Background: an optimization exercise with open tools, aiming at small area. Do not read the settings as production practice.
Function was checked by simulation only, so behaviour that the tests miss may differ from the original.
No driver is modelled on the clock port, so clocking that relies on it looks cheaper here than on a real chip.
No activity file was given, so power comes from the tool's default toggle rates.

Design mode_watch_top_long_key_nedge, start of the top module:
module mode_watch_top_long_key_nedge(
    input clk, reset_p,
    input [3:0] btn,
    output [15:0] led,
    output [3:0] com,
    output [7:0] seg_7 );
Settings: LEC_CHECK=0, CAP_MARGIN=20, CORE_MARGIN=2, CORE_UTILIZATION=40, SLEW_MARGIN=20; clock period 10.0 ns.
run.sh (not shown) runs the stock make flow with config.mk's settings and CLKGATE_MAP_FILE= SYNTH_SCRIPT=/design/flow/synth_recipe.tcl, a recipe that flattens the netlist after the stock synthesis.
Then changed:
Settings changed: CTS_BUF_LIST set to sky130_fd_sc_hd__clkbuf_8, CTS_CLUSTER_DIAMETER set to 150, CTS_CLUSTER_SIZE set to 40.
The changed run passed the timing, DRC and antenna checks.
First-iteration DRC count goes down by 4.5%.
Worst setup slack is worse by 0.034 ns.
Clock skew hardly moves.
Total power decreases by 11%.
Maximum frequency is lower by 0.89%.
Non-clock buffer count is unchanged.
Then changed:
==> flow/flow/run.sh (new file) <==
#!/bin/bash
# Own flow: the standard layout, with two changes:
#  - synthesis maps logic with an area-oriented abc script (flow/synth.tcl, flow/abc.script)
#  - clock tree synthesis uses clkbuf_8 buffers and inserts no dummy loads
set -euo pipefail
W=$(pwd)
export CTS_ARGS="-sink_clustering_enable -repair_clock_nets -dont_use_dummy_load -buf_list sky130_fd_sc_hd__clkbuf_8"
make -C "$FLOW_HOME" DESIGN_CONFIG="$W/config.mk" WORK_HOME="$W/orfs" CLKGATE_MAP_FILE= \
  SYNTH_SCRIPT="$W/flow/synth.tcl" synth > "$W/synth.log" 2>&1
bash "$W/standard.sh" > "$W/layout.log" 2>&1
==> flow/flow/abc.script (new file) <==
strash
ifraig
scorr
dc2
dretime
strash
&get -n
&dch -f
&nf -R 20
&put
==> flow/flow/synth.tcl (new file) <==
# The standard synthesis (synth_recipe.tcl), with the technology mapping run by an
# area-oriented abc script instead of ORFS's delay-driven one; registers are untouched.
set here [file dirname [file normalize [info script]]]
set abc_script_file [file join $here abc.script]
proc abc {args} {
  global abc_script_file
  set out {}
  set skip 0
  foreach a $args {
    if {$skip} { set skip 0; continue }
    if {$a eq "-script" || $a eq "-D"} { set skip 1; continue }
    lappend out $a
  }
  set out [linsert $out 0 -script $abc_script_file]
  puts "abc (area script): $out"
  yosys abc {*}$out
}
source [file join [file dirname $here] synth_recipe.tcl]
==> flow/standard.sh (new file) <==
#!/bin/bash
# synth_recipe.tcl (not shown) runs the flow's synth.tcl, then flattens the netlist and writes it again
# the make line also repeats each setting of config.mk as NAME=value (left out here)
make -C /OpenROAD-flow-scripts/flow DESIGN_CONFIG=/design/flow/config.mk WORK_HOME=/design/flow/orfs CLKGATE_MAP_FILE= SYNTH_SCRIPT=/design/flow/synth_recipe.tcl "${@:-finish}"
Settings changed: CTS_BUF_LIST sky130_fd_sc_hd__clkbuf_8 to not set, CTS_CLUSTER_DIAMETER 150 to not set, CTS_CLUSTER_SIZE 40 to not set.
removed: flow/run.sh
=> The changed run finished clean. Clock power came out lower by a quarter to a third. Utilization came out higher by 0.48 points. Sequential cell count is unchanged. Total power went down by about a fifth. Cell area is lower by a few percent. Combinational power stays flat. Hold slack is worse by 0.017 ns. Global-route usage went up by 1.4 points. Synthesized cell count drops by a few percent. Die area decreases by a few percent.

---

Setup of build 66:
mode_watch_top_long_key_nedge, a different RTL version from the one above (not shown whole).
Size: ~34 I/O pins, about 7300 sq um of cells after synthesis.
==> flow/design.v (excerpt) <==
module mode_watch_top_long_key_nedge(
    input clk, reset_p,
    input [3:0] btn,
    output [15:0] led,
    output [3:0] com,
    output [7:0] seg_7 );
    localparam MW = 2'd0, MS = 2'd1, MC = 2'd2;
    function [3:0] inc10(input [3:0] d);
        inc10 = {(d[3] & ~d[0]) | (d[2] & d[1] & d[0]), d[2] ^ (d[1] & d[0]),
                 ~d[3] & (d[1] ^ d[0]), ~d[0]};
    endfunction
    function [2:0] inc6(input [2:0] e);
        inc6 = {(e[2] & ~e[0]) | (e[1] & e[0]), ~e[2] & (e[1] ^ e[0]), ~e[0]};
    endfunction
    function [3:0] dec10(input [3:0] d);
        dec10 = {(d[3] & d[0]) | ~(d[3] | d[2] | d[1] | d[0]),
                 (d[2] & (d[1] | d[0])) | (d[3] & ~d[0]),
                 (d[1] & d[0]) | (~d[1] & ~d[0] & (d[3] | d[2])), ~d[0]};
    endfunction
    function [2:0] dec6(input [2:0] e);
        dec6 = {(e[2] & e[0]) | ~(e[2] | e[1] | e[0]), (e[1] & e[0]) | (e[2] & ~e[0]), ~e[0]};
    endfunction
    function is9(input [3:0] d);
        is9 = d[3] & d[0];
    endfunction
    function is5(input [2:0] e);
        is5 = e[2] & e[0];
    endfunction
    reg [9:0] g;
    reg [6:0] m;
    wire m_end = (m == 7'd124);
    always @(posedge clk) begin
        if (reset_p) begin
            g <= 10'd126;
            m <= 7'd126;
        end
        else begin
            g <= g + 1'b1;
            if (g[4:0] == 5'd31) m <= m_end ? 7'd0 : m + 1'b1;
        end
    end
    wire p128 = (g[7:0] == 8'd254);
    wire p129 = (g[7:0] == 8'd255);
    wire p131 = (g[7:0] == 8'd1);
    wire p132 = (g[7:0] == 8'd2);
    wire p133 = (g[7:0] == 8'd3);
    wire p134 = (g[7:0] == 8'd4);
    wire p137 = (g[7:0] == 8'd7);
    wire sec_tick  = m_end & (g[4:0] == 5'd5);    
    wire sec_tick2 = m_end & (g[4:0] == 5'd7);    
    wire sec_tick6 = m_end & (g[4:0] == 5'd11);   
    reg D0, E0;
    always @(posedge clk)
        if (reset_p) D0 <= 1'b0;
        else if (p129) D0 <= btn[0];
    always @(posedge clk)
        if (p129) E0 <= btn[0] & ~D0;
    wire pe0 = p131 & E0;
    reg [1:0] mode;
    always @(posedge clk)
        if (reset_p) mode <= MW;
  ...
export LEC_CHECK = 0
export CAP_MARGIN = 20
export CORE_MARGIN = 2
export CORE_UTILIZATION = 40
export SLEW_MARGIN = 20
create_clock -name core_clock -period 10.0 [get_ports {clk}]
standard.sh (not shown) runs the stock make flow with config.mk's settings and CLKGATE_MAP_FILE= SYNTH_SCRIPT=/design/flow/synth_recipe.tcl, a recipe that flattens the netlist after the stock synthesis.
==> flow/flow/run.sh <==
#!/bin/bash
# Own flow: the standard layout, with these changes:
#  - logic is mapped with area-oriented abc scripts (flow/synth.tcl, flow/abc*.script; the
#    smallest of their netlists is kept), and adders are left to abc instead of half/full
#    adder cells. The standard synthesis runs first; its register names are then given to
#    the registers of the kept netlist (flow/rename_regs.py, matched by the net each
#    register drives), so the registers pair with the standard synthesis's by name and
#    cell type.
#  - clock tree synthesis uses clkbuf_8 buffers and inserts no dummy loads
#  - ports are buffered with buf_1 cells
#  - constant outputs share the synthesis's tie cells (no per-pin tie cells)
set -euo pipefail
W=$(pwd)
R="$W/orfs/results/$FLOW_PLATFORM/mode_watch_top_long_key_nedge/base"
export CTS_ARGS="-sink_clustering_enable -repair_clock_nets -dont_use_dummy_load -buf_list sky130_fd_sc_hd__clkbuf_8"
export BUFFER_PORTS_ARGS="-buffer_cell sky130_fd_sc_hd__buf_1"
export SKIP_REPAIR_TIE_FANOUT=1

# standard synthesis: the reference for the register names
bash "$W/standard.sh" synth > "$W/std_synth.log" 2>&1
cp "$R/1_2_yosys.v" "$W/std_1_2_yosys.v"

# own syntheses, each in a work home of its own; keep the smallest
best=""; best_area=""
for s in "$W"/flow/abc*.script; do
  n=$(basename "$s" .script)
  ABC_SCRIPT_FILE="$s" make -C "$FLOW_HOME" DESIGN_CONFIG="$W/config.mk" WORK_HOME="$W/own_$n" \
    CLKGATE_MAP_FILE= SYNTH_SCRIPT="$W/flow/synth.tcl" ADDER_MAP_FILE= synth > "$W/own_synth_$n.log" 2>&1 || continue
  a=$(awk '/Chip area/ {print $NF}' "$W/own_$n/reports/$FLOW_PLATFORM/mode_watch_top_long_key_nedge/base/synth_stat.txt")
  echo "$n: $a" >> "$W/own_synth_areas.log"
  if [[ -z "$best" ]] || awk -v a="$a" -v b="$best_area" 'BEGIN {exit !(a < b)}'; then
    best=$n; best_area=$a
  fi
done
echo "kept $best ($best_area)" >> "$W/own_synth_areas.log"

python3 "$W/flow/rename_regs.py" "$W/std_1_2_yosys.v" \
  "$W/own_$best/results/$FLOW_PLATFORM/mode_watch_top_long_key_nedge/base/1_2_yosys.v" "$W/own_1_2_yosys.v" > "$W/rename_regs.log" 2>&1
cp "$W/own_1_2_yosys.v" "$R/1_2_yosys.v"

# the rest of the standard layout; make rebuilds 1_synth.odb from the new netlist
bash "$W/standard.sh" > "$W/layout.log" 2>&1
Other scripts of this flow, unchanged in this note and not shown: flow/flow/abc1.script, flow/flow/abc2.script, flow/flow/abc3.script, flow/flow/rename_regs.py, flow/flow/synth.tcl
Input-level comparison between build 34 and build 66:
- changing SLEW_MARGIN from 20 to 0
- changing CAP_MARGIN from 20 to 0
diff --git a/flow/flow/run.sh b/flow/flow/run.sh
--- a/flow/flow/run.sh
+++ b/flow/flow/run.sh
@@ -9 +9,3 @@
-#  - clock tree synthesis uses clkbuf_8 buffers and inserts no dummy loads
+#  - clock tree synthesis uses clkbuf_8 buffers and inserts no dummy loads; afterwards
+#    clock buffers whose registers keep a clock slew under 110 ps become clkbuf_4
+#    (flow/post_cts.tcl, flow/downsize_clk.tcl)
@@ -17,0 +20 @@
+export POST_CTS_TCL="$W/flow/post_cts.tcl"
==> flow/flow/abc_g2.script (new file) <==
strash
ifraig
scorr
dc2
dretime
strash
&get -n
&dch -f
&nf -R 50 -E 1
&put
==> flow/flow/abc_g4.script (new file) <==
strash
ifraig
scorr
dc2
dretime
strash
dc2
strash
&get -n
&dch -f
&nf -R 50
&put
==> flow/flow/abc_g6.script (new file) <==
strash
ifraig
scorr
dc2
dretime
strash
&get -n
&dch -f
&nf -R 50 -C 32
&put
==> flow/flow/downsize_clk.tcl (new file) <==
# Downsize clock tree buffers to a smaller clock buffer wherever the clock slew at the
# buffer's register pins stays under a target (ns), keeping the tree as CTS built it.
proc downsize_clock_buffers {small target} {
  estimate_parasitics -placement
  set n 0
  foreach inst [get_cells -filter "ref_name =~ sky130_fd_sc_hd__clkbuf_*"] {
    set name [get_property $inst full_name]
    set old [get_property $inst ref_name]
    if {$old eq $small} { continue }
    replace_cell $inst $small
    estimate_parasitics -placement
    set worst 0
    foreach pin [get_pins -hierarchical */CLK] {
      set s [get_property $pin slew_max]
      if {$s > $worst} { set worst $s }
    }
    if {$worst > $target} {
      replace_cell $inst $old
    } else {
      incr n
    }
  }
  estimate_parasitics -placement
  set worst 0
  foreach pin [get_pins -hierarchical */CLK] { set s [get_property $pin slew_max]; if {$s > $worst} {set worst $s} }
  puts "downsize_clock_buffers: $n buffers now $small, worst register clock slew [format %.1f [expr {$worst * 1000}]] ps"
}
==> flow/flow/post_cts.tcl (new file) <==
# POST_CTS hook: smaller leaf clock buffers where the register clock slew allows
source [file join [file dirname [file normalize [info script]]] downsize_clk.tcl]
downsize_clock_buffers sky130_fd_sc_hd__clkbuf_4 0.110
Findings:
- Build 34: all stages complete, timing, DRC and antenna checks passed
- Global-route track usage on met3 in build 34 vs build 66: up 0.52 points
- [build 34] critical path depth rose 5 relative to build 66
- On non-clock inverter count in the final layout, the lower figure sits with build 34, not build 66.
- Per the comparison of build 34 with build 66, share of the core filled with cells in the final layout moved down, average footprint of a synthesized cell moved up, growth of design area from synthesis to finish moved down, post-place setup slack moved up.
For build 46, these inputs were changed with respect to build 34:
diff --git a/flow/flow/run.sh b/flow/flow/run.sh
--- a/flow/flow/run.sh
+++ b/flow/flow/run.sh
@@ -10 +10 @@
-#    clock buffers whose registers keep a clock slew under 110 ps become clkbuf_4
+#    clock buffers whose registers keep a clock slew under 118 ps become clkbuf_4
diff --git a/flow/flow/post_cts.tcl b/flow/flow/post_cts.tcl
--- a/flow/flow/post_cts.tcl
+++ b/flow/flow/post_cts.tcl
@@ -3 +3 @@
-downsize_clock_buffers sky130_fd_sc_hd__clkbuf_4 0.110
+downsize_clock_buffers sky130_fd_sc_hd__clkbuf_4 0.118
## What came out
In build 46 the total chip power turned out 1.8% lower than in build 34.
Compared build 46 against build 34; part of the power in combinational logic within noise.
Share of total power in sequential cells was higher in build 46 than in build 34.
On routed wire length, build 46 and build 34 are neck and neck.

==> what the ideal ports hide <==
No port has a modelled driver above. Below, the same layouts with a new extraction and two added sets of constraints.
Step 1 assumes that a clkbuf_16 drives the clock port and a buf_2 every other input.
Step 2, shift: input delay + t, output delay - t, t = (earliest + latest rising clock arrival at the registers) / 2. This alone moves slack from input paths to output paths.
Three values: no drivers, after step 1, after step 2; two values: the first two.
run | t, ns | setup slack, ns | hold slack, ns | latest minus earliest clock arrival (ns)
the first run of note 1 | 0.468 | 6.176 / 6.135 / 6.135 | 0.341 / 0.341 / 0.341 | 0.010 / 0.010
the second run of note 1 | 0.488 | 6.142 / 6.102 / 6.141 | 0.347 / 0.347 / 0.347 | 0.012 / 0.011
the third run of note 1 | 0.484 | 6.177 / 6.136 / 6.180 | 0.330 / 0.330 / 0.330 | 0.041 / 0.040
build 66 | 0.486 | 5.718 / 5.731 / 5.245 | 0.456 / 0.456 / 0.456 | 0.025 / 0.026
build 34 | 0.595 | 6.432 / 6.422 / 6.032 | 0.458 / 0.458 / 0.458 | 0.033 / 0.033
build 46 | 0.583 | 6.434 / 6.434 / 5.981 | 0.458 / 0.458 / 0.458 | 0.047 / 0.047
After both steps every run listed still meets setup and hold. The setup slack of build 66, which loses most, moves by +0.013 ns with the drivers and by -0.473 ns with both steps. Setup slack includes reset recovery checks.
